==> design.v <==
`timescale 1 ns / 1 ns
module div_signed(clock, clken, numer, denom, quotient, remain);
   input clock;
   input clken;
   input [31:0] numer;
   input [31:0] denom;
   output [31:0] quotient;
   output [31:0] remain;
   reg [31:0] quotient;
   reg [31:0] remain;
   function [32:0] ks_carry;
      input [31:0] gi;
      input [31:0] pi;
      reg [32:0] g, p;
      integer i, k;
      begin
         g = {gi, 1'b1};
         p = {pi, 1'b1};
         for (k = 1; k < 33; k = k * 2)
           for (i = 32; i >= 0; i = i - 1)
             if ((i / k) % 2 == 1) begin
                g[i] = g[i] | (p[i] & g[(i / k) * k - 1]);
                p[i] = p[i] & p[(i / k) * k - 1];
             end
         ks_carry = g;
      end
   endfunction
   reg [31:0] n0;
   reg [31:0] d0;
   always @(posedge clock)
     if (clken) begin
        n0 <= numer;
        d0 <= denom;
     end
   wire [31:0] an = n0[31] ? (~n0 + 32'd1) : n0;
   wire [31:0] ad = d0[31] ? (~d0 + 32'd1) : d0;
   wire        nmin = n0 == 32'h80000000;
   wire        dz   = d0 == 32'd0;
   wire        d1s  = (d0 == 32'd1) | (d0 == 32'hffffffff);
   wire        g1   = dz | (d1s & nmin);
   reg [31:0]  d1;
   reg [0:0]   r1;
   reg [31:0]  nq1;    
   reg         sn1;    
   reg         sq1;    
   always @(posedge clock)
     if (clken) begin
        d1  <= ad;
        r1  <= nmin & ~d1s;
        nq1 <= {an[30:0], g1};
        sn1 <= n0[31];
        sq1 <= n0[31] ^ d0[31];
     end
   genvar j;
   generate
      for (j = 2; j <= 31; j = j + 1) begin : st
         wire [31:0]  dp;
         wire [j-2:0] rp;
         wire [31:0]  nqp;
         wire         snp, sqp;
         if (j == 2) begin : from1
            assign dp = d1;
            assign rp = r1;
            assign nqp = nq1;
            assign snp = sn1;
            assign sqp = sq1;
         end else begin : fromj
            assign dp = st[j-1].d;
            assign rp = st[j-1].r;
            assign nqp = st[j-1].nq;
            assign snp = st[j-1].sn;
            assign sqp = st[j-1].sq;
         end
         wire [j-1:0] rr = {rp, nqp[31]};
         wire [j:0]   df;
         wire [j:0]   cy;
         assign df[j-1:0] = ~(rr ^ dp[j-1:0] ^ cy[j-1:0]);
         assign df[j] = ~cy[j];
         assign cy = ks_carry(rr & ~dp[j-1:0], rr | ~dp[j-1:0]);
         wire         g  = ~|dp[31:j] & cy[j];
         reg [31:0]  d;
         reg [j-1:0] r;
         reg [31:0]  nq;
         reg         sn, sq;
         always @(posedge clock)
           if (clken) begin
              d  <= dp;
              r  <= g ? df[j-1:0] : rr;
              nq <= {nqp[30:0], g};
              sn <= snp;
              sq <= sqp;
           end
      end
   endgenerate
   wire [31:0] dl  = st[31].d;
   wire [31:0] rl  = {st[31].r, st[31].nq[31]};
   wire [30:0] ql  = st[31].nq[30:0];
   wire [32:0] dfl = {1'b0, rl} - {1'b0, dl};
   wire        gl  = ~dfl[32];
   wire [31:0] ndf = dl - rl;           
   wire [31:0] nrl = ~rl + 32'd1;       
   wire [30:0] nql = ~ql + 31'd1;       
   always @(posedge clock)
     if (clken) begin
        remain <= st[31].sn ? (gl ? ndf : nrl) : (gl ? dfl[31:0] : rl);
        quotient <= st[31].sq ? (gl ? {~ql, 1'b1} : {nql, 1'b0}) : {ql, gl};
     end
endmodule
==> standard.sh <==
#!/bin/bash
# synth_recipe.tcl (not shown) runs the flow's synth.tcl, then flattens the netlist and writes it again
# the make line also repeats each setting of config.mk as NAME=value (left out here)
make -C /OpenROAD-flow-scripts/flow DESIGN_CONFIG=/design/flow/config.mk WORK_HOME=/design/flow/orfs CLKGATE_MAP_FILE= SYNTH_SCRIPT=/design/flow/synth_recipe.tcl "${@:-finish}"
==> flow/run.sh <==
#!/bin/bash
# Own layout flow: the standard flow (standard.sh), with one change in
# synthesis: the combinational logic is mapped by ABC with a delay-driven
# script (flow/abc_map.script) instead of ORFS's default speed script, and no
# half/full adder cells are extracted before ABC, so that ABC sees the whole
# adder logic.  Registers are mapped exactly as in the standard synthesis.
set -euo pipefail
here=$(pwd)
flowdir=$(cd "$(dirname "${BASH_SOURCE[0]}")" && pwd)

# a copy of ORFS's scripts with the ABC script replaced
rm -rf "$here/scripts"
cp -r "$FLOW_HOME/scripts" "$here/scripts"
cp "$flowdir/abc_map.script" "$here/scripts/abc_speed.script"

# standard.sh with the changed scripts folder and no adder-cell map
sed -e "s|^make -C \(.*\) DESIGN_CONFIG=|make -C \1 SCRIPTS_DIR=$here/scripts ADDER_MAP_FILE= DESIGN_CONFIG=|" \
    "$here/standard.sh" > "$here/own_standard.sh"
grep -q "SCRIPTS_DIR=$here/scripts" "$here/own_standard.sh"

bash "$here/own_standard.sh" > "$here/make.log" 2>&1
==> flow/abc_map.script <==
strash
dch
map -D 1500
buffer -c
topo
stime -c
upsize -c
dnsize -c
==> config.mk <==
export PLATFORM = sky130hd
export DESIGN_NAME = div_signed
export DESIGN_NICKNAME = div_signed
export VERILOG_FILES = /design/flow/design.v
export SDC_FILE = /design/flow/constraint.sdc
export NUM_CORES = 4
export LEC_CHECK = 0
export CAP_MARGIN = 20
export CORE_MARGIN = 2
export CORE_UTILIZATION = 40
export CTS_BUF_LIST = sky130_fd_sc_hd__clkbuf_8
export CTS_CLUSTER_SIZE = 30
export SETUP_SLACK_MARGIN = 2.6
export SLEW_MARGIN = 20
==> constraint.sdc <==
create_clock -name core_clock -period 5.5 [get_ports {clock}]
set_input_delay 1.1000 -clock core_clock [delete_from_list [all_inputs] [get_ports {clock}]]
set_output_delay 1.1000 -clock core_clock [all_outputs]
set_load 0.01 [all_outputs]
==> impl_metrics.ini, run 1 <==
[outcome]
outcome = no timing/DRC/antenna violations

[critical_path]
cp-end-kind = flop
critPathRequiredTime_ns = 6.24
reg2reg_depth = 13
start_kind = flop
crit_fanout = 18
cp.arrival_ns = 3.62
critical_path_class = flop to flop

[routing]
routed-via-count = 68784
wl_per_cell_um = 16.24
drt_wl_total_mm = 229.9
drt_iter0_markers = 4103
post-route-drc-count = 0
antenna_left = 0
first_pass_iters = 7
via_per_inst = 4.859

[finish]
final_common_cell = edfxtp_1
drive_gt1_share_pct = 12.26
n_fill_cell = 24622
area_growth_pct = 16.16
mostFrequentLayoutCells = 2670 x edfxtp_1, 1571 x nand2_1, 1330 x inv_1, 1151 x nor2_1, 669 x o21ai_0
fin_nets = 10165

[pwr]
seqPwrFrac_pct = 54.7
internal-power_mw = 33.67
power_mw = 44.97
vdd_drop_max_mv = 0.2078
p_clk_share_pct = 35.0
p_comb_share_pct = 10.3
p_leak_nw = 51.64
switchingPower_mw = 11.29
sw_frac_of_total_pct = 25.11
p_per_area_mw_per_mm2 = 344.6

[timing]
min_period_over_period_pct = 52.28
worst_slew_pin_slew_ns = 1.315
finalSetupTns_ns = 0
hold_viol = 0
slew_violations = 0
skew_ns = 0.08351
fin_crit_ns = 2.876
slew_headroom_pct = 11.59
setup_viol = 0
rsz0062_at_grt = yes
hold-worst-slack_ns = 0.3863
fmax_mhz = 347.8

[logic_synthesis]
ys_ff_latch = 2670
syn_area_sq_mm = 0.1123
syn-num-nets = 9435
synth-edff-count = 2670
synth.top_cell.area_share_pct = 71.37
synth_ff_type = edfxtp_1
ys_async_sr_fraction_pct = 0
syn_area_per_cell_sq_um = 11.99
yosysSeqAreaShare_pct = 71.37
synthCells = 9369
yosys_warnings = 1
synth_area_leader_cell = edfxtp_1
ys_top_cells_by_area = edfxtp_1 71%, nand2_1 5.4%, nor2_1 4.1%
synth.distinct_cells = 77

[floorplan]
fp.dieArea_sq_mm = 0.2851
die-height_um = 533.9
fp-row-count = 194
dieWidth_um = 533.9
ios = 130
initial_core_util_pct = 40.21
core_sq_mm = 0.2794

[grt]
antenna_found_initial = 7
grt_use_total_pct = 15.34
grt_pass1_wl_mm = 352.5
grt_pass1_vias = 68357
grt_max_degree = 169
overflow = 0

[clock_network]
cts-buffers-inserted = 433
cts_tree = built
cts.clk_slew.worst_paths_ns = 0.06
cts.path.max_buffers = 4
cts-root-buf = clkbuf_8
ctsHoldBuffers = 0
clock_latency_ns = 0.98
htree_levels = 5
numClockSinks = 2670

[worst_hold_path]
holdPathStages = 0
min_path_type = flop to flop

[placed_design]
dp_hpwl_mm = 148.7
numPortBuffers = 129
gp_congestion = 0.8612

[flow_run]
maxCapViolCount = 0
## worst paths after layout
| check | startpoint | to | slack, ns |
|---|---|---|---|
| worst max-delay path | st[18].nq[31] | st[19].r[5] | 2.62 |
| worst min-delay path | st[18].nq[7] | st[19].nq[8] | 0.39 |
| worst max register to register | st[18].nq[31] | st[19].r[5] | 2.62 |
| worst min register to register | st[18].nq[7] | st[19].nq[8] | 0.39 |
## power by group through the flow
| stage | Combinational (mW) | Sequential, mW | Clock (mW) |
|---|---|---|---|
| final | 4.63 | 24.6 | 15.7 |
| after floorplan | 2.65 | 24.7 | 0 |
| after global routing | 5.12 | 24.7 | 17.2 |
| after CTS | 4.34 | 24.6 | 16.3 |
| after global placement | 3.94 | 25.0 | 0 |
| after detailed placement | 4.06 | 25.0 | 0 |
## critical path: stages, from the launching register on
cell and delay (ns):
edfxtp_1 0.39, inv_1 0.07, nand2_1 0.09, o21ai_2 0.17, a21boi_2 0.11, a311oi_4 0.37
o21ai_4 0.16, a2111oi_4 0.35, buf_4 0.20, nor3_4 0.07, buf_4 0.17, o21ai_4 0.16
buf_12 0.16, o21ai_0 0.12
## area by class of cell
class | instances | area, sq um | area share (%)
inverter | 1234 | 4649 | 3.563
tap | 3724 | 4659 | 3.571
antenna | 2 | 5.005 | 0.003835
clock inverter | 331 | 1883 | 1.443
sequential | 2670 | 80180 | 61.44
clock buffer | 435 | 5987 | 4.588
multi-input combinational | 5371 | 28920 | 22.16
timing repair buffer | 389 | 4215 | 3.230
## synth_stat cells, types with 30 or more instances
master    instances
o21ai_0         715
nand4_1          39
xnor2_1         256
a21oi_1         355
nor2_1         1227
edfxtp_1       2670
nor3_1           78
o21ai_1          86
nand2_1        1615
buf_2            46
nor2_2           38
or2_2            37
xor2_1          348
nand3_1          95
nor4_1          119
inv_1          1221
clkbuf_1         30
a31oi_1          72
## kinds of logic after synthesis
group,synth area share [%]
xor+xnor,4.709
buf+inv,4.726
mux,0.03676
flops,71.37
simple gates,11.98
compound gates,7.171
## sequential cells by signal, indices dropped and copies added, names as in the netlist, 32 cells and up
name      cells
st.nq       960
remain       32
d0           32
nq1          32
st.d        960
quotient     32
st.r        495
n0           32
d1           32
## per-stage QoR
stage               worst slack (ns)  instances  instance area [sq um]  utilization, %
finish                         2.624      14156                 130500           46.71
global route                   2.496      14156                 130500           46.71
CTS                            2.560      14022                 128100           45.84
detailed placement             1.721      13176                 118500           42.40
global placement               1.767      13175                 118500           42.40
floorplan                      3.107       9369                 112300               -
## what timing repair did
item,4_1_cts,5_1_grt
setup endpoints to repair,534,464
pin swaps,37,89
buffers inserted,55,114
gates resized for setup,282,321
gates cloned,25,18
## metal layers
layer | global-route usage (%) | part of all wire, % | up-vias | routed length [um]
li1 | - | - | 33760 | -
met3 | 2.243 | 3.8 | 569 | 8727
met1 | 17.34 | 40 | 32933 | 90900
met4 | 6.462 | 3.8 | 0 | 8692
met5 | 0 | 0 | - | 0
met2 | 28.63 | 53 | 1522 | 121500
==> run 2, diff against run 1 <==
--- a/design.v
+++ b/design.v
@@ -84,2 +84,7 @@
          reg         sn, sq;
+         wire [j-1:0] rn = ({j{clken & g}} & df[j-1:0]) |
+                           ({j{clken & ~g}} & rr) |
+                           ({j{~clken}} & r);
+         always @(posedge clock)
+           r <= rn;
          always @(posedge clock)
@@ -87,3 +92,2 @@
               d  <= dp;
-              r  <= g ? df[j-1:0] : rr;
               nq <= {nqp[30:0], g};
==> run 2 against run 1 <==
Effect of this change:
- still clean on timing, DRC and antenna
- clock-buffer cell count grew 31
- register-to-register slack lost 0.03 ns
- synthesized area shrank 1.6%
- total power grew 7.8%
- worst hold slack gained 0.0051 ns
- first-iteration DRC count grew 25%
- combinational power grew 58%
- flip-flop and latch count is the same
- largest cell class unchanged
- largest power group unchanged
==> impl_metrics.ini, run 2 <==
[timing]
fmax_mhz = 344.5
rsz0062_at_grt = yes
min_period_over_period_pct = 52.78
slew_headroom_pct = 38.05
worst_slew_pin_slew_ns = 0.9208
fin_crit_ns = 2.903
skew_ns = 0.07148
finalSetupTns_ns = 0
slew_violations = 0
setup_viol = 0
hold_viol = 0

[finish]
mostFrequentLayoutCells = 2175 x edfxtp_1, 1550 x nand2_1, 1444 x inv_1, 1125 x nor2_1, 486 x o21ai_0
multiInputGateArea_sq_mm = 0.03123
finalNonFillerCells = 14451
n_fill_cell = 25059
final_common_cell = edfxtp_1
area_growth_pct = 15.34
reg.largest.list = st.d: 960 flops, st.nq: 960 flops, st.r: 495 flops
drive_gt1_share_pct = 11.30
regArea_sq_mm = 0.07526
fin_nets = 10449

[clock_network]
cts-buffers-inserted = 433
cts_tree = built
htree_levels = 5
cts.path.max_buffers = 4
ctsHoldBuffers = 0
clock_latency_ns = 1.00
cts.clk_slew.worst_paths_ns = 0.06
numClockSinks = 2670
cts-root-buf = clkbuf_8

[logic_synthesis]
synth_area_leader_cell = edfxtp_1
synth.distinct_cells = 73
synth-simple-area-share_pct = 12.72
synth-edff-count = 2175
synthCells = 9803
synthXorXnorAreaFrac_pct = 4.333
syn-num-nets = 9869
ys_top_cells_by_area = edfxtp_1 59%, dfxtp_1 9.0%, nand2_1 5.4%
yosysSeqAreaShare_pct = 68.03
syn_area_sq_mm = 0.1106
synth_compound_area_share_pct = 9.671
synth.most_common_cell = edfxtp_1
ys_async_sr_fraction_pct = 0
synth.top_cell.area_share_pct = 59.07
yosys-top-cells-count = 2175 x edfxtp_1, 1602 x nand2_1, 1312 x inv_1, 1214 x nor2_1, 514 x o21ai_0
synth-adder-area-share_pct = 0
synth_ff_type = edfxtp_1
ys_ff_latch = 2670
yosys_warnings = 1
synth_top_family_by_area = simple AND/OR/NAND/NOR gates
syn_area_per_cell_sq_um = 11.28
synth_mux_area_share_pct = 0.02716

[placed_design]
dp.cells = 13540
gp_congestion = 0.8977
numPortBuffers = 129
dp_hpwl_mm = 177.5

[floorplan]
dieWidth_um = 529.8
ios = 130
core_sq_mm = 0.2758
fp-row-count = 193
initial_core_util_pct = 40.09
die-height_um = 529.8
fp.dieArea_sq_mm = 0.2806

[critical_path]
start_kind = flop
critical_path_class = flop to flop
cp.arrival_ns = 3.58
critPathRequiredTime_ns = 6.18
cp-end-kind = flop
crit_fanout = 6

[routing]
post-route-drc-count = 0
highest_layer = met4
drt_wl_total_mm = 256.0
wl_per_cell_um = 17.71
via_per_inst = 4.982
dr_wl_met3_mm = 10.21
first_pass_iters = 8
wl_met2_mm = 124.4
routed-via-count = 71996
drt_iter0_markers = 5130
met1Wirelength_mm = 110.2
antenna_left = 0

[outcome]
outcome = no timing/DRC/antenna violations

[pwr]
p_clk_share_pct = 33.8
seqPwrFrac_pct = 51.1
vdd_drop_max_mv = 0.2220
p_leak_nw = 49.82
p_per_area_mw_per_mm2 = 380.2
sw_frac_of_total_pct = 28.09
internal-power_mw = 34.87
p_comb_share_pct = 15.1
switchingPower_mw = 13.62

[worst_hold_path]
min_path_type = flop to flop

[grt]
overflow = 0
grt_use_total_pct = 17.60
antenna_found_initial = 5
grt_pass1_wl_mm = 391.3
grt_pass1_vias = 70219
grt_max_degree = 152

[flow_run]
maxCapViolCount = 0
[run 2: cell types whose count changed after synthesis, sizes merged, moves of 24 or more]
cell	previous run	this run
inv	1234	1347
xnor2	256	218
nand3	96	180
a22oi	7	234
o21ai	817	589
clkbuf	36	92
edfxtp	2670	2175
dfxtp	0	495
o221ai	5	261
or2	43	75
a31oi	74	50
[run 2: path summary, 6_finish.rpt]
check	start	endpoint	slack, ns	cells after the start
worst min-delay path	st[29].nq[10]	st[30].nq[11]	0.39	0
worst min register to register	st[29].nq[10]	st[30].nq[11]	0.39	0
worst max register to register	st[31].nq[31]	remain[28]	2.60	13
worst max-delay path	st[31].nq[31]	remain[28]	2.60	13
[run 2: cells by family after synthesis]
| kind of cell | count (synthesis) |
|---|---|
| buffers and inverters | 1503 |
| AOI/OAI and AO/OA | 1675 |
| DFF | 2670 |
| xor gates and xnor gates | 547 |
| muxes | 3 |
| and+or+nand+nor | 3405 |
[run 2: power groups by stage]
stage	clock [mW]	sequential, mW	combinational [mW]
final	16.4	24.8	7.31
after global routing	17.8	25.0	8.13
after CTS	16.9	24.8	6.97
after detailed placement	0	25.2	6.81
after global placement	0	25.2	6.69
after floorplan	0	24.8	4.71
[run 2: per-stage QoR]
stage          setup slack (ns)  instance area (sq um)  power (mW)  util, %  hold slack [ns]
4_1_cts                   2.426                 125800       48.68    45.63           0.3780
2_1_floorplan             2.888                 110600       29.46        -           0.4003
6_report                  2.597                 127500       48.49    46.24           0.3915
5_1_grt                   2.441                 127500       50.87    46.24           0.3900
3_5_place_dp              1.761                 116500       31.99    42.26           0.4045
3_3_place_gp              1.739                 116500       31.84    42.26           0.4003
[run 2: worst max-delay path, cell delays in order, from the launching register on]
cell,delay (ns)
edfxtp_1,0.36
inv_2,0.06
buf_4,0.13
or2_1,0.31
a21oi_2,0.24
o21ai_1,0.19
nand2_1,0.11
nand2_1,0.16
nand3_1,0.20
nor2_1,0.07
nor3_2,0.27
nand3_1,0.18
a32oi_1,0.23
o22ai_1,0.09
[run 2: routing by layer]
| metal | vias up | global-route usage [%] |
|---|---|---|
| met5 | - | 0 |
| met4 | 0 | 7.513 |
| met1 | 34452 | 22.32 |
| met2 | 1755 | 30.11 |
| met3 | 538 | 2.386 |
| li1 | 35251 | - |
[run 2: layout make-up]
class / instances / area share [%]
diodes: 5 / 0.009811
multi-input cells: 5639 / 24.49
well taps: 3705 / 3.635
clock buffers: 466 / 5.029
clock inverters: 327 / 1.499
repair buffers: 291 / 2.331
inverters: 1348 / 3.994
flip-flops and latches: 2670 / 59.01
[run 2: repair_timing]
| action | in CTS | in global routing |
|---|---|---|
| resized for setup | 243 | 300 |
| endpoints found under the setup margin | 531 | 478 |
| endpoints found under the hold margin | 0 | 0 |
| pin swaps | 28 | 68 |
| cloned | 5 | 8 |
| buffers inserted | 36 | 64 |
==> run 3, diff against run 2 <==
--- a/config.mk
+++ b/config.mk
@@ -12,2 +12,3 @@
 export CTS_CLUSTER_SIZE = 30
+export PLACE_DENSITY = 0.75
 export SETUP_SLACK_MARGIN = 2.6
==> run 3 against run 2 <==
Effect of this change:
- still clean on timing, DRC and antenna
- critical path depth shrank 9
- largest power group unchanged
- largest cell class unchanged
- worst hold slack got worse by 0.0021 ns
- cell area decreased by 1.4%
==> impl_metrics.ini, run 3 <==
[critical_path]
reg2reg_depth = 4
crit_chain = inv_1, o21ai_1, nor2_1, xnor2_1
critical_path_class = flop to flop
worst_path_dominant_cell_family = flip-flops
start_kind = flop
crit_fanout = 19
timing.rr.start = st[31].sq
cp-end-kind = flop
r2r_slack_ns = 2.63
critPathBufInv = 1
timing.rr.end = quotient[28]
critPathMaxStageDelay_ns = 1.21
cp_slowest_cell = edfxtp_1
cp.arrival_ns = 3.53
critPathRequiredTime_ns = 6.16

[timing]
rsz0062_at_grt = yes
slew_violations = 0
setup_viol = 0
worst_slew_pin_slew_ns = 1.295
skew_ns = 0.05899
fin_crit_ns = 2.866
hold_viol = 0
min_period_over_period_pct = 52.11
fmax_mhz = 348.9
finalSetupTns_ns = 0
slew_headroom_pct = 13.65

[pwr]
vdd_drop_max_mv = 0.2755
p_per_area_mw_per_mm2 = 367.5
power_mw = 46.23
p_leak_nw = 49.14

[clock_network]
cts.clk_slew.worst_paths_ns = 0.06
cts.path.max_buffers = 4
numClockSinks = 2670
htree_levels = 5
cts_tree = built
cts-buffers-inserted = 393
ctsHoldBuffers = 0
cts-root-buf = clkbuf_8
clock_latency_ns = 0.94

[logic_synthesis]
syn_area_sq_mm = 0.1106
ys_top_cells_by_area = edfxtp_1 59%, dfxtp_1 9.0%, nand2_1 5.4%
syn-num-nets = 9869
synth.top_cell.area_share_pct = 59.07
syn_area_per_cell_sq_um = 11.28
synth.most_common_cell = edfxtp_1
synthXorXnorAreaFrac_pct = 4.333
synthCells = 9803
ys_async_sr_fraction_pct = 0
yosysSeqAreaShare_pct = 68.03
synth-simple-area-share_pct = 12.72
synth_area_leader_cell = edfxtp_1
synth-edff-count = 2175
synth_top_family_by_area = simple AND/OR/NAND/NOR gates
yosys-top-cells-count = 2175 x edfxtp_1, 1602 x nand2_1, 1312 x inv_1, 1214 x nor2_1, 514 x o21ai_0
ys_ff_latch = 2670
synth_compound_area_share_pct = 9.671
yosys_warnings = 1
synth-adder-area-share_pct = 0
synth.distinct_cells = 73
synth_mux_area_share_pct = 0.02716
synth_ff_type = edfxtp_1

[routing]
via_per_inst = 4.808
drt_iter0_markers = 4168
antenna_left = 0
first_pass_iters = 6
routed-via-count = 68994
wl_per_cell_um = 14.24
post-route-drc-count = 0
drt_wl_total_mm = 204.3

[grt]
grt_pass1_wl_mm = 323.5
grt_use_total_pct = 13.94
grt_max_degree = 176
overflow = 0
antenna_found_initial = 2
grt_pass1_vias = 67650

[finish]
fin_nets = 10392
area_growth_pct = 13.77
multiInputGateArea_sq_mm = 0.03078
mostFrequentLayoutCells = 2175 x edfxtp_1, 1567 x nand2_1, 1455 x inv_1, 1152 x nor2_1, 497 x o21ai_0
reg.largest.list = st.d: 960 flops, st.nq: 960 flops, st.r: 495 flops
n_fill_cell = 24442
final_common_cell = edfxtp_1
regArea_sq_mm = 0.07525
finalNonFillerCells = 14351
drive_gt1_share_pct = 9.911

[worst_hold_path]
holdPathStages = 0
min_to = st[27].nq[8]
hp-start = st[26].nq[7]
min_path_type = flop to flop

[floorplan]
fp-row-count = 193
fp.dieArea_sq_mm = 0.2806
ios = 130
die-height_um = 529.8
core_sq_mm = 0.2758
initial_core_util_pct = 40.09
dieWidth_um = 529.8

[placed_design]
dp_hpwl_mm = 138.8
numPortBuffers = 129
gp_congestion = 0.9215
dp.cells = 13541

[outcome]
outcome = no timing/DRC/antenna violations

[flow_run]
maxCapViolCount = 0
-- run 3: worst max-delay path by stage --
| stage | from | end | slack (ns) | cells past startpoint |
|---|---|---|---|---|
| after floorplan | clken | st[7].r[2] | 2.89 | 6 |
| after global placement | clken | st[17].r[5] | 2.01 | 6 |
| after detailed placement | clken | st[17].r[0] | 1.97 | 6 |
| after CTS | st[26].d[2] | st[27].r[21] | 2.52 | 12 |
| after global routing | st[12].d[1] | st[13].r[0] | 2.50 | 12 |
| final | st[31].sq | quotient[28] | 2.63 | 4 |
-- run 3: cell families after synthesis --
group	count (synthesis)
simple gates	3405
flops	2670
compound gates	1675
buf+inv	1503
xor+xnor	547
mux	3
-- run 3: what timing repair did --
item / in CTS / in global routing
setup buffers: 27 / 59
pin swaps: 20 / 60
setup endpoints to repair: 480 / 484
gates cloned: 4 / 5
resized for setup: 170 / 252
-- run 3: metal layers --
layer	GRT usage (%)	vias up	part of all wire (%)
met5	0	-	0
met4	6.885	0	4.4
met3	2.072	484	3.5
met2	26.03	1302	52
met1	15.29	32143	40
li1	-	35065	-
-- run 3: worst register-to-register path: stages, from the launching register on --
cell,delay (ns)
edfxtp_1,1.21
inv_1,0.79
o21ai_1,0.42
nor2_1,0.08
xnor2_1,0.12
-- run 3: power by group --
group / internal, mW / switching (mW)
logic: 2.53 / 4.39
clock network: 7.41 / 7.30
registers: 23.7 / 0.883
-- run 3: per-stage QoR --
| stage | util [%] | setup WS [ns] | instance area (sq um) | hold slack [ns] |
|---|---|---|---|---|
| 2_1_floorplan | - | 2.888 | 110600 | 0.4003 |
| 5_1_grt | 45.61 | 2.501 | 125800 | 0.3972 |
| 4_1_cts | 45.06 | 2.515 | 124300 | 0.3921 |
| 3_3_place_gp | 42.22 | 2.012 | 116400 | 0.4002 |
| 6_report | 45.61 | 2.634 | 125800 | 0.3894 |
| 3_5_place_dp | 42.22 | 1.970 | 116400 | 0.4045 |
-- run 3: final cells by class --
type	instances	share of cell area (%)
Antenna cell	1	0.001989
Clock buffer	425	4.650
Multi-Input combinational cell	5635	24.47
Clock inverter	289	1.121
Sequential cell	2670	59.82
Tap cell	3705	3.685
Timing Repair Buffer	278	2.209
Inverter	1348	4.043
==> run 4, diff against run 3 <==
--- a/config.mk
+++ b/config.mk
@@ -7,3 +7,3 @@
 export LEC_CHECK = 0
-export CAP_MARGIN = 20
+export CAP_MARGIN = 10
 export CORE_MARGIN = 2
@@ -12,4 +12,3 @@
 export CTS_CLUSTER_SIZE = 30
-export PLACE_DENSITY = 0.75
 export SETUP_SLACK_MARGIN = 2.6
-export SLEW_MARGIN = 20
+export SLEW_MARGIN = 10
==> run 4 against run 3 <==
Effect of this change:
- sequential power about the same
- critical path depth up 9
- worst setup slack worse by 0.0029 ns
- synthesized area unchanged
- via count up 4.4%
- total power up 4.9%
- core utilization up 0.62 points
- first-iteration DRC count up 27%
- combinational power up 6.1%
==> impl_metrics.ini, run 4 <==
[outcome]
outcome = no timing/DRC/antenna violations

[logic_synthesis]
synth.distinct_cells = 73
synth_ff_type = edfxtp_1
synth.most_common_cell = edfxtp_1
syn_area_per_cell_sq_um = 11.28
yosysSeqAreaShare_pct = 68.03
yosys_warnings = 1
ys_async_sr_fraction_pct = 0
synth-edff-count = 2175
syn-num-nets = 9869
syn_area_sq_mm = 0.1106
synth_area_leader_cell = edfxtp_1
synth.top_cell.area_share_pct = 59.07
synthCells = 9803
ys_ff_latch = 2670
ys_top_cells_by_area = edfxtp_1 59%, dfxtp_1 9.0%, nand2_1 5.4%
yosys-top-cells-count = 2175 x edfxtp_1, 1602 x nand2_1, 1312 x inv_1, 1214 x nor2_1, 514 x o21ai_0

[pwr]
p_comb_share_pct = 15.1
internal-power_mw = 34.89
p_clk_share_pct = 33.7
switchingPower_mw = 13.60
p_per_area_mw_per_mm2 = 380.3
p_leak_nw = 49.88
sw_frac_of_total_pct = 28.05
vdd_drop_max_mv = 0.2257
seqPwrFrac_pct = 51.1

[clock_network]
cts.clk_slew.worst_paths_ns = 0.06
clock_latency_ns = 1.03
cts.path.max_buffers = 4
cts-buffers-inserted = 432
cts-root-buf = clkbuf_8
htree_levels = 5
numClockSinks = 2670
cts_tree = built

[finish]
drive_gt1_share_pct = 11.19
utilization_pct = 46.24
mostFrequentLayoutCells = 2175 x edfxtp_1, 1554 x nand2_1, 1468 x inv_1, 1122 x nor2_1, 484 x o21ai_0
area_growth_pct = 15.32
fin_nets = 10457
reg.largest.list = st.d: 960 flops, st.nq: 960 flops, st.r: 495 flops
final_common_cell = edfxtp_1

[grt]
grt_pass1_vias = 70408
antenna_found_initial = 4
overflow = 0
grt_pass1_wl_mm = 392.3
grt_use_total_pct = 17.65
grt_max_degree = 152

[routing]
wl_per_cell_um = 17.75
routed-via-count = 72034
antenna_left = 0
drt_wl_total_mm = 256.4
drt_iter0_markers = 5280
post-route-drc-count = 0
first_pass_iters = 6
via_per_inst = 4.986

[floorplan]
fp.dieArea_sq_mm = 0.2806
initial_core_util_pct = 40.09
fp-row-count = 193
ios = 130
dieWidth_um = 529.8
die-height_um = 529.8
core_sq_mm = 0.2758

[critical_path]
timing.rr.start = st[31].r[10]
r2r_slack_ns = 2.63
critPathMaxStageDelay_ns = 0.42
critical_path_class = flop to flop
timing.rr.end = remain[28]
crit_chain = inv_2, nor2_4, nor2_4, a21oi_1, o21ai_0, a21oi_1, nand2_1, nand3_1, nor2_1, nor3_2, nand3_1, a32oi_1, o22ai_1
cp_slowest_cell = dfxtp_1
critPathRequiredTime_ns = 6.18
start_kind = flop
cp.arrival_ns = 3.55
crit_fanout = 5
cp-end-kind = flop
reg2reg_depth = 13

[timing]
hold_viol = 0
fmax_mhz = 348.6
worst_slew_pin_slew_ns = 1.047
rsz0062_at_grt = yes
fin_crit_ns = 2.869
setup_viol = 0
slew_headroom_pct = 29.54
slew_violations = 0
skew_ns = 0.1098
min_period_over_period_pct = 52.16
finalSetupTns_ns = 0

[placed_design]
gp_congestion = 0.8977
numPortBuffers = 129
dp_hpwl_mm = 177.5

[worst_hold_path]
min_path_type = flop to flop
hp-start = st[11].nq[2]
holdPathStages = 0
min_to = st[12].nq[3]

[flow_run]
maxCapViolCount = 0
-- run 4: worst max-delay path by stage --
| stage | from | endpoint | cells after the start |
|---|---|---|---|
| after CTS | quotient[31] | quotient[31] | 1 |
| after global placement | st[31].r[1] | quotient[31] | 13 |
| after floorplan | clken | st[7].r[2] | 6 |
| final | st[31].r[10] | remain[28] | 13 |
| after detailed placement | st[31].r[1] | quotient[31] | 13 |
| after global routing | st[31].r[3] | remain[29] | 14 |
-- run 4: power groups by stage --
stage	registers [mW]	clock network, mW	logic, mW
floorplan	24.8	0	4.71
global placement	25.2	0	6.69
detailed placement	25.2	0	6.81
CTS	24.8	16.9	7.03
global route	25.0	17.8	8.16
finish	24.8	16.4	7.34
-- run 4: cell type report --
cell class | count | area [sq um]
Timing Repair Buffer | 300 | 3012
Antenna cell | 3 | 7.507
Tap cell | 3705 | 4636
Sequential cell | 2670 | 75260
Multi-Input combinational cell | 5639 | 31200
Clock buffer | 460 | 6331
Fill cell | 25060 | 148300
Clock inverter | 323 | 1949
Inverter | 1348 | 5102
-- run 4: through the flow --
stage          std cells  instance area, sq um  setup slack, ns  power [mW]  hold WS (ns)
2_1_floorplan       9803                110600            2.888       29.46        0.4003
3_3_place_gp       13539                116500            1.739       31.84        0.4003
3_5_place_dp       13539                116500            1.760       31.99        0.4045
4_1_cts            14370                125900            2.570       48.70        0.3570
5_1_grt            14447                127500            2.487       50.88        0.3671
6_report           14448                127500            2.631       48.49        0.3692
-- run 4: metal layers --
layer / track usage, % / routed length, um
met1: 22.39 / 110300
met2: 30.03 / 124500
met3: 2.329 / 10480
met4: 8.057 / 11180
met5: 0 / 0
-- run 4: worst max-delay path, delay by kind of cell (launching register included) --
kind	cells	cell delay, ns
compound gates	5	0.92
flops	1	0.42
buf+inv	1	0.08
simple gates	7	1.14
-- run 4: what timing repair did --
item	CTS	global route
setup buffers	42	69
hold buffers	0	0
pin swaps	37	80
setup endpoints to repair	544	479
cloned	6	6
gates resized for setup	271	285
-- run 4: kinds of logic after synthesis --
logic type,share of synthesized area (%)
AO/OA/AOI/OAI,9.671
XOR/XNOR,4.333
buffers and inverters,5.217
flip-flops,68.03
multiplexers,0.02716
AND/OR/NAND/NOR,12.72
==> run 5, diff against run 4 <==
--- a/design.v
+++ b/design.v
@@ -101,7 +101,11 @@
    wire [30:0] ql  = st[31].nq[30:0];
-   wire [32:0] dfl = {1'b0, rl} - {1'b0, dl};
-   wire        gl  = ~dfl[32];
-   wire [31:0] ndf = dl - rl;           
-   wire [31:0] nrl = ~rl + 32'd1;       
-   wire [30:0] nql = ~ql + 31'd1;       
+   wire [32:0] cdf = ks_carry(rl & ~dl, rl | ~dl);    
+   wire [32:0] cnd = ks_carry(dl & ~rl, dl | ~rl);    
+   wire [32:0] cnr = ks_carry(32'd0, ~rl);            
+   wire [32:0] cnq = ks_carry(32'd0, {1'b0, ~ql});    
+   wire [32:0] dfl = {~cdf[32], ~(rl ^ dl) ^ cdf[31:0]};
+   wire        gl  = cdf[32];
+   wire [31:0] ndf = ~(dl ^ rl) ^ cnd[31:0];          
+   wire [31:0] nrl = ~rl ^ cnr[31:0];                 
+   wire [30:0] nql = ~ql ^ cnq[30:0];                 
    always @(posedge clock)
--- a/config.mk
+++ b/config.mk
@@ -7,3 +7,3 @@
 export LEC_CHECK = 0
-export CAP_MARGIN = 10
+export CAP_MARGIN = 20
 export CORE_MARGIN = 2
@@ -12,3 +12,4 @@
 export CTS_CLUSTER_SIZE = 30
+export PLACE_DENSITY = 0.88
 export SETUP_SLACK_MARGIN = 2.6
-export SLEW_MARGIN = 10
+export SLEW_MARGIN = 20
==> run 5 against run 4 <==
Effect of this change:
- flip-flop and latch count did not move
- core utilization fell by 1.2 points
- highest routed layer is now met5
- critical path type unchanged
- synthesized area rose by 0.18%
- sequential share of layout area rose by 1.5 points
==> impl_metrics.ini, run 5 <==
[critical_path]
cp_slowest_cell = edfxtp_1
critPathMostFrequentCell = nand2_1
critPathMaxStageDelay_ns = 0.43
critPathBufInv = 3
critical_path_class = flop to flop
worst_path_dominant_cell_family = compound AO/OA/AOI/OAI gates
crit_fanout = 25
cp-end-kind = flop
crit_chain = inv_2, nand2_1, nand2_1, nand3_1, o21a_2, a31o_1, a21o_4, nand3_1, nand2_1, nand2_2, nand2_4, buf_4, clkbuf_16, o21ai_1, o22ai_1
cp.arrival_ns = 3.55
critPathRequiredTime_ns = 6.17
start_kind = flop

[flow_run]
maxCapViolCount = 0

[timing]
slew_violations = 0
hold_viol = 0
rsz0062_at_grt = yes
setup_viol = 0
skew_ns = 0.07830
min_period_over_period_pct = 52.43
fmax_mhz = 346.8
setup_ws_ns = 2.616
fin_crit_ns = 2.884
slew_headroom_pct = 30.40
worst_slew_pin_slew_ns = 1.044
finalSetupTns_ns = 0

[logic_synthesis]
yosys_warnings = 1
synth_compound_area_share_pct = 9.415
synth.distinct_cells = 85
syn_area_per_cell_sq_um = 11.36
syn-num-nets = 9817
synth-simple-area-share_pct = 13.02
synth_area_leader_cell = edfxtp_1
synth.top_cell.area_share_pct = 58.97
ys_async_sr_fraction_pct = 0
synth_top_family_by_area = simple AND/OR/NAND/NOR gates
synth-adder-area-share_pct = 0
ys_ff_latch = 2670
ys_top_cells_by_area = edfxtp_1 59%, dfxtp_1 8.9%, nand2_1 5.2%
synth.most_common_cell = edfxtp_1
synth_mux_area_share_pct = 0
yosys-top-cells-count = 2175 x edfxtp_1, 1543 x nand2_1, 1308 x inv_1, 1232 x nor2_1, 495 x dfxtp_1
synthCells = 9751
yosysSeqAreaShare_pct = 67.91
synthXorXnorAreaFrac_pct = 4.302
synth-edff-count = 2175
synth_ff_type = edfxtp_1
syn_area_sq_mm = 0.1108

[finish]
reg.largest.list = st.d: 960 flops, st.nq: 960 flops, st.r: 495 flops
drive_gt1_share_pct = 8.543
fin_nets = 10251
multiInputGateArea_sq_mm = 0.03030
n_fill_cell = 23023
final_common_cell = edfxtp_1
mostFrequentLayoutCells = 2175 x edfxtp_1, 1527 x nand2_1, 1423 x inv_1, 1203 x nor2_1, 494 x dfxtp_1
regArea_sq_mm = 0.07522
area_growth_pct = 12.27

[routing]
antenna_left = 0
first_pass_iters = 10
routed-via-count = 70633
wl_per_cell_um = 14.19
post-route-drc-count = 0
drt_wl_total_mm = 201.3
via_per_inst = 4.980
drt_iter0_markers = 5505

[worst_hold_path]
min_path_type = flop to flop

[clock_network]
clock_latency_ns = 0.97
ctsHoldBuffers = 0
cts.clk_slew.worst_paths_ns = 0.06
cts_tree = built
numClockSinks = 2670
htree_levels = 5
cts-root-buf = clkbuf_8
cts.path.max_buffers = 4
cts-buffers-inserted = 366

[floorplan]
core_sq_mm = 0.2760
dieWidth_um = 530.2
fp.dieArea_sq_mm = 0.2811
die-height_um = 530.2
fp-row-count = 193
ios = 130
initial_core_util_pct = 40.13

[pwr]
p_per_area_mw_per_mm2 = 365.0
p_leak_nw = 48.12
vdd_drop_max_mv = 0.2309

[grt]
antenna_found_initial = 1
grt_pass1_wl_mm = 317.2
grt_max_degree = 206
overflow = 0
grt_pass1_vias = 68649
grt_use_total_pct = 13.32

[placed_design]
dp_hpwl_mm = 127.8
numPortBuffers = 129
place_ws_ns = 1.908
gp_congestion = 0.8880

[outcome]
outcome = no timing/DRC/antenna violations
run 5: cell count changes in the layout (fill, tap and decap cells not counted), moves of 54 or more:
cell	change
a21oi_1	-54
o311ai_0	+57
nand3_1	+84
nor2_1	+81
clkbuf_8	-58
o21ai_0	-105
run 5: final cells by class:
type | instances | area share (%)
Multi-Input combinational cell | 5575 | 24.36
Antenna cell | 2 | 0.004025
Inverter | 1334 | 4.061
Clock buffer | 402 | 4.449
Clock inverter | 258 | 0.9891
Timing Repair inverter | 1 | 0.006037
Timing Repair Buffer | 237 | 1.905
Tap cell | 3705 | 3.728
Sequential cell | 2670 | 60.49
run 5: layer usage:
layer	part of all wire [%]	global-route usage, %	vias to the layer above
met5	0.13	0	-
met4	4.0	6.284	2
met3	4.5	2.110	636
met2	52	24.56	2195
met1	39	14.93	32982
li1	-	-	34818
run 5: metrics by stage:
stage	hold WS, ns	util [%]	instances	cell area [sq um]	power (mW)
3_3_place_gp	0.4002	42.14	13455	116300	30.97
2_1_floorplan	0.4003	-	9751	110800	29.55
4_1_cts	0.3955	44.65	14121	123200	45.36
5_1_grt	0.4096	45.05	14184	124300	47.48
6_report	0.3960	45.05	14184	124300	45.38
3_5_place_dp	0.4045	42.14	13455	116300	31.36
run 5: worst paths after layout:
path | start | slack, ns | to | cells past startpoint
hold / removal | st[19].nq[7] | 0.40 | st[20].nq[8] | 0
setup / recovery | st[31].nq[31] | 2.62 | quotient[1] | 15
setup reg to reg | st[31].nq[31] | 2.62 | quotient[1] | 15
hold reg to reg | st[19].nq[7] | 0.40 | st[20].nq[8] | 0
run 5: cells by family after synthesis:
group / after synthesis
buffers and inverters: 1516
DFF: 2670
xor gates and xnor gates: 544
and+or+nand+nor: 3451
AOI/OAI and AO/OA: 1570
run 5: report_power, final:
part | internal, mW | leakage (nW) | total [mW] | switching, mW
Combinational | 2.42 | 18.7 | 6.66 | 4.24
Sequential | 23.7 | 25.4 | 24.7 | 0.959
Clock | 6.86 | 3.95 | 14.1 | 7.19
Total | 33.0 | 48.1 | 45.4 | 12.4
run 5: repair_timing:
action / 4_1_cts / 5_1_grt
gates cloned: 1 / 15
pin swaps: 3 / 32
setup endpoints to repair: 311 / 389
resized for setup: 105 / 146
buffers inserted: 5 / 45
==> run 6, diff against run 5 <==
--- a/config.mk
+++ b/config.mk
@@ -12,3 +12,2 @@
 export CTS_CLUSTER_SIZE = 30
-export PLACE_DENSITY = 0.88
 export SETUP_SLACK_MARGIN = 2.6
==> run 6 against run 5 <==
Effect of this change:
- flip-flop and latch count unchanged
- register-to-register slack about the same
- via count down 0.92%
- largest cell class unchanged
- core utilization up 0.72 points
- sequential share of layout area down 0.95 points
- still clean on timing, DRC and antenna
- synthesized cell count unchanged
==> impl_metrics.ini, run 6 <==
[placed_design]
dp_hpwl_mm = 142.0
place_ws_ns = 1.870
numPortBuffers = 129
gp_congestion = 0.9024

[floorplan]
core_sq_mm = 0.2760
dieWidth_um = 530.2
die-height_um = 530.2
ios = 130
fp-row-count = 193
fp.dieArea_sq_mm = 0.2811
initial_core_util_pct = 40.13

[grt]
grt_max_degree = 194
grt_pass1_wl_mm = 342.1
grt_pass1_vias = 69622
antenna_found_initial = 4
grt_use_total_pct = 14.72
overflow = 0

[clock_network]
cts_tree = built
numClockSinks = 2670
cts-root-buf = clkbuf_8
cts-buffers-inserted = 430
clock_latency_ns = 1.05
cts.path.max_buffers = 4
cts.clk_slew.worst_paths_ns = 0.06
htree_levels = 5

[finish]
n_fill_cell = 24897
area_growth_pct = 14.07
fin_nets = 10346
regArea_sq_mm = 0.07523
reg.largest.list = st.d: 960 flops, st.nq: 960 flops, st.r: 495 flops
utilization_pct = 45.77
drive_gt1_share_pct = 9.718
final_common_cell = edfxtp_1
mostFrequentLayoutCells = 2175 x edfxtp_1, 1524 x nand2_1, 1455 x inv_1, 1198 x nor2_1, 492 x dfxtp_1
multiInputGateArea_sq_mm = 0.03061

[logic_synthesis]
yosysSeqAreaShare_pct = 67.91
synthXorXnorAreaFrac_pct = 4.302
synthCells = 9751
synth_ff_type = edfxtp_1
synth-edff-count = 2175
synth.top_cell.area_share_pct = 58.97
yosys-top-cells-count = 2175 x edfxtp_1, 1543 x nand2_1, 1308 x inv_1, 1232 x nor2_1, 495 x dfxtp_1
synth-simple-area-share_pct = 13.02
syn_area_per_cell_sq_um = 11.36
synth_mux_area_share_pct = 0
yosys_warnings = 1
synth_top_family_by_area = simple AND/OR/NAND/NOR gates
synth_area_leader_cell = edfxtp_1
synth.most_common_cell = edfxtp_1
ys_async_sr_fraction_pct = 0
synth_compound_area_share_pct = 9.415
ys_top_cells_by_area = edfxtp_1 59%, dfxtp_1 8.9%, nand2_1 5.2%
syn_area_sq_mm = 0.1108
synth-adder-area-share_pct = 0
ys_ff_latch = 2670
synth.distinct_cells = 85
syn-num-nets = 9817

[critical_path]
crit_cells = 17
critPathMaxStageDelay_ns = 0.46
critical_path_class = flop to flop
crit_fanout = 12
reg2reg_depth = 17
cp_slowest_cell = edfxtp_1
critPathBufInv = 5
cp-end-kind = flop
start_kind = flop
cp.arrival_ns = 3.64
worst_path_dominant_cell_family = simple AND/OR/NAND/NOR gates
critPathRequiredTime_ns = 6.27
crit_chain = nor2_2, o21ai_1, nand2_1, nand2_1, nor4_2, nor2_2, inv_2, a21oi_4, buf_12, nor3_4, o21ai_4, nand2_4, buf_12, clkinvlp_4, buf_4, a22oi_1, o21ai_0

[timing]
rsz0062_at_grt = yes
worst_slew_pin_slew_ns = 1.119
slew_headroom_pct = 25.41
setup_viol = 0
fin_crit_ns = 2.871
slew_violations = 0
min_period_over_period_pct = 52.20
setup_ws_ns = 2.629
hold_viol = 0
fmax_mhz = 348.3
skew_ns = 0.1033
finalSetupTns_ns = 0

[routing]
routed-via-count = 69983
drt_iter0_markers = 3994
post-route-drc-count = 0
antenna_left = 0
wl_per_cell_um = 15.11
first_pass_iters = 6
drt_wl_total_mm = 216.7
via_per_inst = 4.878

[pwr]
p_leak_nw = 49.17
internal-power_mw = 34.25
vdd_drop_max_mv = 0.2571
switchingPower_mw = 13.00
p_comb_share_pct = 14.6
seqPwrFrac_pct = 52.2
sw_frac_of_total_pct = 27.52
p_clk_share_pct = 33.2
p_per_area_mw_per_mm2 = 374.0

[flow_run]
maxCapViolCount = 0

[worst_hold_path]
min_path_type = flop to flop
holdPathStages = 0

[outcome]
outcome = no timing/DRC/antenna violations
-- run 6: cell counts after synthesis --
Identical to the previous run, type by type.
-- run 6: worst register-to-register path, cell delays in order (launching register included) --
cell and delay [ns]:
edfxtp_1 0.46, nor2_2 0.17, o21ai_1 0.10, nand2_1 0.07, nand2_1 0.11, nor4_2 0.22, nor2_2 0.12, inv_2 0.12
a21oi_4 0.07, buf_12 0.14, nor3_4 0.17, o21ai_4 0.14, nand2_4 0.17, buf_12 0.15, clkinvlp_4 0.10, buf_4 0.16
a22oi_1 0.15, o21ai_0 0.10
-- run 6: path summary, 6_finish.rpt --
kind                start      endpoint  slack [ns]
min reg2reg  st[3].nq[28]  st[4].nq[29]        0.36
max reg2reg   st[27].d[1]   st[28].r[2]        2.63
max           st[27].d[1]   st[28].r[2]        2.63
min          st[3].nq[28]  st[4].nq[29]        0.36
-- run 6: cells by family after synthesis --
family	count (synthesis)
flip-flops	2670
buffers and inverters	1516
AND/OR/NAND/NOR	3451
AO/OA/AOI/OAI	1570
XOR/XNOR	544
-- run 6: cell type report --
class | instances | area share (%)
flip-flops and latches | 2670 | 59.54
multi-input cells | 5575 | 24.23
clock buffers | 462 | 5.033
inverters | 1334 | 4.001
repair inverters | 2 | 0.01287
well taps | 3705 | 3.669
repair buffers | 267 | 2.238
clock inverters | 330 | 1.271
diodes | 1 | 0.001981
-- run 6: power by group through the flow --
| stage | Combinational [mW] | Sequential (mW) | Clock, mW |
|---|---|---|---|
| 2_1_floorplan | 4.77 | 24.8 | 0 |
| 5_1_grt | 7.73 | 24.9 | 17.1 |
| 3_3_place_gp | 6.32 | 25.0 | 0 |
| 4_1_cts | 6.59 | 24.7 | 16.3 |
| 3_5_place_dp | 6.48 | 25.1 | 0 |
| 6_report | 6.89 | 24.7 | 15.7 |
-- run 6: per-layer routing --
layer  global-route usage, %  part of all wire, %  wire length (um)  vias up
met5                       0                    0                 0        -
met4                   6.651                  4.2              9141        0
met3                   2.302                  3.6              7833      592
met2                   27.30                   52            112900     1440
met1                   16.48                   40             86900    32909
li1                        -                    -                 -    35042
-- run 6: repair_timing --
action | 4_1_cts | 5_1_grt
hold buffers | 0 | 0
pin swaps | 13 | 39
cloned | 5 | 13
gates resized for setup | 162 | 164
endpoints found under the setup margin | 417 | 419
buffers inserted | 25 | 56
-- run 6: per-stage QoR --
| step | hold WS (ns) | instances | area, sq um | total power, mW |
|---|---|---|---|---|
| 3_5_place_dp | 0.4045 | 13454 | 116400 | 31.56 |
| 4_1_cts | 0.3464 | 14276 | 124900 | 47.53 |
| 2_1_floorplan | 0.4003 | 9751 | 110800 | 29.55 |
| 5_1_grt | 0.3643 | 14346 | 126300 | 49.74 |
| 3_3_place_gp | 0.4003 | 13454 | 116400 | 31.35 |
| 6_report | 0.3570 | 14346 | 126300 | 47.25 |
==> run 7, diff against run 6 <==
==> flow/abc_map.script (replaced) <==
strash
dch
map -D 2000
buffer -c
topo
stime -c
upsize -c
dnsize -c
--- a/config.mk
+++ b/config.mk
@@ -12,2 +12,3 @@
 export CTS_CLUSTER_SIZE = 30
+export PLACE_DENSITY = 0.75
 export SETUP_SLACK_MARGIN = 2.6
==> run 7 against run 6 <==
Effect of this change:
- total power decreased by 0.39%
- sequential share of layout area decreased by 0.81 points
- worst setup slack got worse by 0.19 ns
- register-to-register slack got worse by 0.19 ns
- critical path depth increased by 4
- non-clock buffer count increased by 118
- core utilization increased by 0.63 points
- critical path type unchanged
- highest routed layer is now met5
==> impl_metrics.ini, run 7 <==
[routing]
via_per_inst = 4.796
first_pass_iters = 6
antenna_left = 0
wl_per_cell_um = 14.27
drt_iter0_markers = 4476
routed-via-count = 69463
post-route-drc-count = 0
drt_wl_total_mm = 206.8

[floorplan]
ios = 130
initial_core_util_pct = 40.17
fp-row-count = 193
die-height_um = 530.5
core_sq_mm = 0.2760
dieWidth_um = 530.5
fp.dieArea_sq_mm = 0.2814

[placed_design]
place_ws_ns = 1.742
gp_congestion = 0.8606
numPortBuffers = 129
dp_hpwl_mm = 133.1
dp.cells = 13514
post_dp_cell_area_sq_mm = 0.1165

[critical_path]
critical_path_class = flop to flop
cp-end-kind = flop
cp.arrival_ns = 3.78
critPathRequiredTime_ns = 6.22
crit_chain = nor2_4, nand2_2, nor2_4, nand2_2, buf_6, buf_4, buf_4, buf_4, buf_4, buf_4, buf_4, buf_4, buf_6, buf_4, buf_4, buf_4, buf_4, buf_4, buf_4, nand2_4, xnor2_2
crit_fanout = 2
critPathMostFrequentCell = buf_4
critPathMaxStageDelay_ns = 0.45
cp_slowest_cell = edfxtp_1
start_kind = flop

[outcome]
outcome = no timing/DRC/antenna violations

[timing]
worst_slew_pin_slew_ns = 1.206
finalSetupTns_ns = 0
hold-worst-slack_ns = 0.3567
slew_violations = 0
skew_ns = 0.08317
fmax_mhz = 327.1
setup_viol = 0
hold_viol = 0
rsz0062_at_grt = yes
min_period_over_period_pct = 55.59
slew_headroom_pct = 19.57
setup_ws_ns = 2.443
fin_crit_ns = 3.057

[pwr]
internal-power_mw = 34.28
switchingPower_mw = 12.79
p_leak_nw = 49.62
p_clk_share_pct = 32.5
power_mw = 47.06
sw_frac_of_total_pct = 27.17
vdd_drop_max_mv = 0.2253
p_comb_share_pct = 15.1
seqPwrFrac_pct = 52.4
p_per_area_mw_per_mm2 = 367.4

[worst_hold_path]
min_path_type = flop to flop

[grt]
grt_max_degree = 200
overflow = 0
grt_pass1_vias = 67182
grt_pass1_wl_mm = 324.0
antenna_found_initial = 2
grt_use_total_pct = 13.89

[logic_synthesis]
synth_top_family_by_area = simple AND/OR/NAND/NOR gates
synth-simple-area-share_pct = 12.36
syn_area_per_cell_sq_um = 11.32
synth_mux_area_share_pct = 0.009028
synth-adder-area-share_pct = 0
synth_compound_area_share_pct = 9.479
syn_area_sq_mm = 0.1109
syn-num-nets = 9858
synthXorXnorAreaFrac_pct = 4.297
ys_async_sr_fraction_pct = 0
synthCells = 9792
synth.distinct_cells = 82
synth_ff_type = edfxtp_1
yosys_warnings = 1
ys_ff_latch = 2670
synth-edff-count = 2175
synth_area_leader_cell = edfxtp_1
yosysSeqAreaShare_pct = 67.85
yosys-top-cells-count = 2175 x edfxtp_1, 1629 x nor2_1, 1524 x inv_1, 1087 x nand2_1, 495 x dfxtp_1
synth.top_cell.area_share_pct = 58.91
ys_top_cells_by_area = edfxtp_1 59%, dfxtp_1 8.9%, nor2_1 5.5%
synth.most_common_cell = edfxtp_1

[clock_network]
clock_latency_ns = 1.06
htree_levels = 5
cts-buffers-inserted = 406
cts-root-buf = clkbuf_8
numClockSinks = 2670
cts_tree = built
cts.path.max_buffers = 4
cts.clk_slew.worst_paths_ns = 0.06
ctsHoldBuffers = 0

[finish]
utilization_pct = 46.41
reg.largest.list = st.d: 960 flops, st.nq: 960 flops, st.r: 495 flops
multiInputGateArea_sq_mm = 0.03081
mostFrequentLayoutCells = 2175 x edfxtp_1, 1641 x inv_1, 1554 x nor2_1, 1055 x nand2_1, 488 x dfxtp_1
finalNonFillerCells = 14484
fin_nets = 10517
area_growth_pct = 15.53
final_common_cell = edfxtp_1
n_fill_cell = 24114
drive_gt1_share_pct = 11.90
stdcell_area_sq_mm = 0.1281
regArea_sq_mm = 0.07523

[flow_run]
maxCapViolCount = 0
==> run 7: final cells by class <==
cell class                      count  share of cell area (%)
Antenna cell                        1                0.001954
Clock buffer                      447                   4.803
Clock inverter                    288                   1.175
Inverter                         1572                   4.685
Multi-Input combinational cell   5415                   24.05
Sequential cell                  2670                   58.73
Tap cell                         3705                   3.619
Timing Repair Buffer              385                   2.925
Timing Repair inverter              1                0.008791
==> run 7: final timing paths <==
kind         slack [ns]  cells after the start            to         start
max                2.44                     21        nq1[7]         n0[1]
min                0.36                      0  st[4].nq[29]  st[3].nq[28]
max reg2reg        2.44                     21        nq1[7]         n0[1]
min reg2reg        0.36                      0  st[4].nq[29]  st[3].nq[28]
==> run 7: layer usage <==
| metal | global-route usage, % | vias to the layer above | routed length [um] |
|---|---|---|---|
| li1 | - | 35046 | - |
| met1 | 15.70 | 32525 | 83440 |
| met2 | 25.74 | 1370 | 107500 |
| met3 | 2.142 | 520 | 7426 |
| met4 | 5.954 | 2 | 8153 |
| met5 | 0 | - | 255 |
==> run 7: what timing repair did <==
action,in CTS,in global routing
buffers inserted,85,120
hold endpoints to repair,0,0
pin swaps,44,119
setup endpoints to repair,542,516
resized for setup,204,338
cloned,11,18
==> run 7: worst max-delay path, delay by kind of cell, from the launching register on <==
kind	cells	cell delay [ns]
buffers and inverters	15	1.82
DFF	1	0.45
and+or+nand+nor	5	0.47
xor gates and xnor gates	1	0.06
==> run 7: cell families (layout without fill, tap and decap cells) <==
group           count (synthesis)  in the layout
other cells                     0              1
buf+inv                      1726           2693
simple gates                 3249           3268
flops                        2670           2670
compound gates               1602           1602
xor+xnor                      544            544
mux                             1              1
==> run 7: power by group through the flow <==
stage / registers [mW] / clock network [mW] / logic [mW]
3_5_place_dp: 25.0 / 0 / 6.34
2_1_floorplan: 24.8 / 0 / 4.77
3_3_place_gp: 25.0 / 0 / 6.21
5_1_grt: 24.8 / 16.6 / 7.96
4_1_cts: 24.6 / 15.8 / 6.51
6_report: 24.7 / 15.3 / 7.11
==> run 8, diff against run 7 <==
==> flow/abc_map.script (replaced) <==
strash
dch
map -D 1500
buffer -c
topo
stime -c
upsize -c
dnsize -c
--- a/config.mk
+++ b/config.mk
@@ -13,3 +13,3 @@
 export PLACE_DENSITY = 0.75
-export SETUP_SLACK_MARGIN = 2.6
+export SETUP_SLACK_MARGIN = 2.5
 export SLEW_MARGIN = 20
==> run 8 against run 7 <==
Effect of this change:
- highest routed layer is now met4
- total power decreased by 1.7%
- combinational power down 8.6%
- largest cell class unchanged
- still clean
- via count decreased by 2.4%
- register-to-register slack improved by 0.17 ns
- synthesized area about the same
- clock skew fell by 0.023 ns
- cell area is 2.6% lower
- sequential share of layout area rose by 1.6 points
==> impl_metrics.ini, run 8 <==
[floorplan]
core_sq_mm = 0.2760
initial_core_util_pct = 40.13
die-height_um = 530.2
fp.dieArea_sq_mm = 0.2811
ios = 130
dieWidth_um = 530.2
fp-row-count = 193

[critical_path]
critPathMaxStageDelay_ns = 0.54
critPathBufInv = 1
cp-end-kind = output pin
critical_path_class = flop to output pin
worst_path_dominant_cell_family = buffers and inverters
cp.arrival_ns = 1.80
crit_fanout = 1
critPathRequiredTime_ns = 4.40
crit_chain = clkdlybuf4s50_1
cp_slowest_cell = clkdlybuf4s50_1
start_kind = flop

[finish]
fin_nets = 10245
area_growth_pct = 12.63
finalNonFillerCells = 14211
multiInputGateArea_sq_mm = 0.03003
drive_gt1_share_pct = 8.397
n_fill_cell = 24170
regArea_sq_mm = 0.07522
mostFrequentLayoutCells = 2175 x edfxtp_1, 1533 x nand2_1, 1425 x inv_1, 1209 x nor2_1, 495 x dfxtp_1
final_common_cell = edfxtp_1
reg.largest.list = st.d: 960 flops, st.nq: 960 flops, st.r: 495 flops

[pwr]
power_mw = 46.24
p_per_area_mw_per_mm2 = 370.7
vdd_drop_max_mv = 0.3173
p_leak_nw = 48.33

[timing]
fin_crit_ns = 2.904
skew_ns = 0.06061
finalSetupTns_ns = 0
setup_ws_ns = 2.596
min_period_over_period_pct = 52.79
setup_viol = 0
hold_viol = 0
slew_violations = 0
worst_slew_pin_slew_ns = 1.157
rsz0062_at_grt = yes
slew_headroom_pct = 22.88
fmax_mhz = 344.4

[grt]
overflow = 0
grt_pass1_wl_mm = 300.9
grt_use_total_pct = 12.59
antenna_found_initial = 1
grt_max_degree = 203
grt_pass1_vias = 64442

[placed_design]
numPortBuffers = 129
gp_congestion = 0.8659
place_ws_ns = 1.872
dp_hpwl_mm = 121.7
dp.cells = 13453

[logic_synthesis]
synth.top_cell.area_share_pct = 58.97
synthCells = 9751
synth_area_leader_cell = edfxtp_1
synth-edff-count = 2175
ys_ff_latch = 2670
syn_area_sq_mm = 0.1108
syn-num-nets = 9817
synth.most_common_cell = edfxtp_1
ys_async_sr_fraction_pct = 0
yosys-top-cells-count = 2175 x edfxtp_1, 1543 x nand2_1, 1308 x inv_1, 1232 x nor2_1, 495 x dfxtp_1
ys_top_cells_by_area = edfxtp_1 59%, dfxtp_1 8.9%, nand2_1 5.2%
synth_ff_type = edfxtp_1
yosysSeqAreaShare_pct = 67.91
yosys_warnings = 1
syn_area_per_cell_sq_um = 11.36
synth.distinct_cells = 85

[clock_network]
clock_latency_ns = 0.94
cts-buffers-inserted = 387
cts_tree = built
htree_levels = 5
cts.clk_slew.worst_paths_ns = 0.07
cts-root-buf = clkbuf_8
numClockSinks = 2670
cts.path.max_buffers = 4

[outcome]
outcome = no timing/DRC/antenna violations

[routing]
antenna_left = 0
drt_iter0_markers = 3986
via_per_inst = 4.769
drt_wl_total_mm = 186.6
wl_per_cell_um = 13.13
first_pass_iters = 6
routed-via-count = 67778
post-route-drc-count = 0

[worst_hold_path]
min_path_type = flop to flop

[flow_run]
maxCapViolCount = 0
run 8: cell count changes in the layout (fill, tap and decap cells not counted), moves of 34 or more:
| cell | delta |
|---|---|
| a21oi_1 | -34 |
| buf_4 | -136 |
| clkdlybuf4s50_1 | +39 |
| inv_1 | -216 |
| nand2_1 | +478 |
| nand3_1 | +162 |
| nor2_1 | -345 |
| nor2_4 | -39 |
| o311ai_0 | +59 |
| or2_2 | +35 |
run 8: area by class of cell:
type	instances	area share [%]
Timing Repair Buffer	215	1.789
Antenna cell	2	0.004012
Sequential cell	2670	60.30
Multi-Input combinational cell	5571	24.07
Clock buffer	438	4.832
Tap cell	3705	3.716
Inverter	1334	4.063
Clock inverter	276	1.223
run 8: stage by stage:
stage	hold slack, ns	cell area, sq um	util (%)
6_report	0.3849	124700	45.20
5_1_grt	0.3809	124700	45.20
4_1_cts	0.3780	124000	44.93
3_5_place_dp	0.4045	116300	42.14
3_3_place_gp	0.4002	116300	42.14
2_1_floorplan	0.4003	110800	-
run 8: kinds of logic after synthesis:
logic type	count (synthesis)	synth area share [%]
and+or+nand+nor	3451	13.02
DFF	2670	67.91
AOI/OAI and AO/OA	1570	9.415
buffers and inverters	1516	5.347
xor gates and xnor gates	544	4.302
run 8: final timing paths:
| kind | startpoint | endpoint | slack (ns) | cells after the start |
|---|---|---|---|---|
| setup reg to reg | st[31].nq[31] | remain[10] | 2.61 | 14 |
| setup / recovery | quotient[2] | quotient[2] | 2.60 | 1 |
| hold / removal | st[12].nq[6] | st[13].nq[7] | 0.38 | 0 |
| hold reg to reg | st[12].nq[6] | st[13].nq[7] | 0.38 | 0 |
run 8: routing by layer:
layer | vias up | share of wire [%] | global-route usage, %
li1 | 34816 | - | -
met1 | 31373 | 42 | 14.81
met2 | 1192 | 52 | 23.04
met3 | 397 | 3.7 | 2.068
met4 | 0 | 2.8 | 4.406
met5 | - | 0 | 0
run 8: power by group:
| group | switching (mW) | internal, mW |
|---|---|---|
| Combinational | 4.08 | 2.42 |
| Clock | 7.28 | 7.85 |
| Sequential | 0.899 | 23.7 |
run 8: what timing repair did:
action                     in CTS  in global routing
hold buffers                    0                  0
setup buffers                   8                 21
pin swaps                       3                 19
gates resized for setup        49                 91
gates cloned                    0                 12
setup endpoints to repair     245                335
==> run 9, diff against run 8 <==
--- a/config.mk
+++ b/config.mk
@@ -13,3 +13,3 @@
 export PLACE_DENSITY = 0.75
-export SETUP_SLACK_MARGIN = 2.5
+export SETUP_SLACK_MARGIN = 2.6
 export SLEW_MARGIN = 20
==> run 9 against run 8 <==
Effect of this change:
- global-route usage grew 0.18 points
- first-iteration DRC count up 4.3%
- total power up 0.50%
- largest power group unchanged
==> impl_metrics.ini, run 9 <==
[finish]
mostFrequentLayoutCells = 2175 x edfxtp_1, 1527 x nand2_1, 1424 x inv_1, 1202 x nor2_1, 490 x dfxtp_1
fin_nets = 10274
n_fill_cell = 24087
final_common_cell = edfxtp_1
area_growth_pct = 13.19
reg.largest.list = st.d: 960 flops, st.nq: 960 flops, st.r: 495 flops
drive_gt1_share_pct = 9.067

[grt]
grtUsageMet3_pct = 2.073
top_usage_layer = met2
grt_max_degree = 203
antenna_found_initial = 1
overflow = 0
grt_use_total_pct = 12.77
use_met2_pct = 23.46
grt_pass1_vias = 64880
grt_pass1_wl_mm = 304.3
met1_usage_pct = 14.90

[worst_hold_path]
min_path_type = flop to flop
hp-start = st[12].nq[6]
holdPathStages = 0
min_to = st[13].nq[7]

[routing]
routed-via-count = 68113
post-route-drc-count = 0
via_per_inst = 4.783
drt_iter0_markers = 4156
drt_wl_total_mm = 190.8
wl_per_cell_um = 13.40
first_pass_iters = 5
antenna_left = 0

[logic_synthesis]
syn_area_per_cell_sq_um = 11.36
syn-num-nets = 9817
ys_top_cells_by_area = edfxtp_1 59%, dfxtp_1 8.9%, nand2_1 5.2%
ys_async_sr_fraction_pct = 0
synth_area_leader_cell = edfxtp_1
synth_compound_area_share_pct = 9.415
synth.distinct_cells = 85
synth.most_common_cell = edfxtp_1
synthCells = 9751
synth_ff_type = edfxtp_1
synth-adder-area-share_pct = 0
yosys-top-cells-count = 2175 x edfxtp_1, 1543 x nand2_1, 1308 x inv_1, 1232 x nor2_1, 495 x dfxtp_1
syn_area_sq_mm = 0.1108
ys_ff_latch = 2670
synth-edff-count = 2175
synth.top_cell.area_share_pct = 58.97
synth-simple-area-share_pct = 13.02
synthXorXnorAreaFrac_pct = 4.302
synth_top_family_by_area = simple AND/OR/NAND/NOR gates
synth_mux_area_share_pct = 0
yosys_warnings = 1
yosysSeqAreaShare_pct = 67.91

[floorplan]
initial_core_util_pct = 40.13
die-height_um = 530.2
fp-row-count = 193
core_sq_mm = 0.2760
dieWidth_um = 530.2
fp.dieArea_sq_mm = 0.2811
ios = 130

[pwr]
p_leak_nw = 48.63
switchingPower_mw = 12.41
p_clk_share_pct = 32.6
p_per_area_mw_per_mm2 = 370.7
seqPwrFrac_pct = 53.0
p_comb_share_pct = 14.4
internal-power_mw = 34.06
sw_frac_of_total_pct = 26.71
vdd_drop_max_mv = 0.3201

[critical_path]
critPathRequiredTime_ns = 6.35
cp.arrival_ns = 3.69
critPathBufInv = 0
start_kind = flop
critPathMaxStageDelay_ns = 0.59
timing.rr.start = st[24].d[1]
crit_cells = 12
critical_path_class = flop to flop
worst_path_dominant_cell_family = simple AND/OR/NAND/NOR gates
cp-end-kind = flop
crit_fanout = 12
timing.rr.end = st[25].r[23]
r2r_slack_ns = 2.66
crit_chain = nor2_1, o21ai_2, nand2_1, nand2_1, nor4_1, or2_2, a21oi_4, nor3_2, o21ai_2, nor2_2, a22oi_1, o21ai_0
cp_slowest_cell = nor2_2
reg2reg_depth = 12

[placed_design]
numPortBuffers = 129
place_ws_ns = 1.872
gp_congestion = 0.8659
dp_hpwl_mm = 121.7

[flow_run]
maxCapViolCount = 0

[clock_network]
numClockSinks = 2670
cts.clk_slew.worst_paths_ns = 0.06
htree_levels = 5
cts_tree = built
ctsHoldBuffers = 0
clock_latency_ns = 0.95
cts-root-buf = clkbuf_8
cts-buffers-inserted = 387
cts.path.max_buffers = 4

[timing]
fin_crit_ns = 2.836
worst_slew_pin_slew_ns = 1.238
finalSetupTns_ns = 0
rsz0062_at_grt = yes
skew_ns = 0.06062
fmax_mhz = 352.6
slew_violations = 0
slew_headroom_pct = 17.47
hold-worst-slack_ns = 0.3846
setup_ws_ns = 2.664
min_period_over_period_pct = 51.56
setup_viol = 0
hold_viol = 0

[outcome]
outcome = no timing/DRC/antenna violations
==> run 9: cell counts after synthesis <==
Identical to the previous run, type by type.
==> run 9: through the flow <==
step	utilization, %	cells	area (sq um)	power, mW
after floorplan	-	9751	110800	29.55
after global placement	42.14	13453	116300	31.09
after detailed placement	42.14	13453	116300	31.31
after CTS	45.02	14191	124300	46.59
after global routing	45.42	14240	125400	48.85
final	45.42	14240	125400	46.47
==> run 9: power groups by stage <==
stage	sequential, mW	clock, mW	combinational, mW
final	24.6	15.2	6.70
after global routing	24.8	16.5	7.55
after CTS	24.6	15.6	6.37
after detailed placement	25.0	0	6.27
after global placement	25.0	0	6.12
after floorplan	24.8	0	4.77
==> run 9: worst reg2reg max path, stage by stage (launching register included) <==
cell and delay (ns):
edfxtp_1 0.42, nor2_1 0.19, o21ai_2 0.08, nand2_1 0.06, nand2_1 0.11, nor4_1 0.31
or2_2 0.27, a21oi_4 0.11, nor3_2 0.20, o21ai_2 0.15, nor2_2 0.59, a22oi_1 0.17
o21ai_0 0.10
==> run 9: routing by layer <==
metal	vias to the layer above	share of wire, %
met5	-	0
met4	0	3.1
met3	425	3.8
met2	1252	52
met1	31545	41
li1	34891	-
==> run 9: repair_timing <==
item                       CTS  global route
buffers inserted            17            26
pin swaps                   10            26
resized for setup          118           151
setup endpoints to repair  389           435
gates cloned                 7            20
==> run 9: area by class of cell <==
type	count	area, sq um	area share, %
Antenna cell	2	5.005	0.003992
Multi-Input combinational cell	5577	30350	24.21
Timing Repair Buffer	234	2491	1.987
Sequential cell	2670	75230	60.01
Clock inverter	276	1525	1.217
Timing Repair inverter	4	35.03	0.02794
Clock buffer	438	6028	4.808
Tap cell	3705	4636	3.698
Inverter	1334	5069	4.043
==> run 9: cells by family after synthesis <==
group,Yosys count
AO/OA/AOI/OAI,1570
XOR/XNOR,544
buffers and inverters,1516
flip-flops,2670
AND/OR/NAND/NOR,3451
==> run 9: worst max path at each step <==
stage / startpoint / end / slack, ns
6_report: st[24].d[1] / st[25].r[23] / 2.66
5_1_grt: st[25].nq[31] / st[26].r[4] / 2.54
4_1_cts: st[26].nq[31] / st[27].r[24] / 2.59
3_5_place_dp: clken / st[11].r[10] / 1.87
3_3_place_gp: clken / st[12].d[11] / 1.91
2_1_floorplan: clken / st[27].r[12] / 2.66
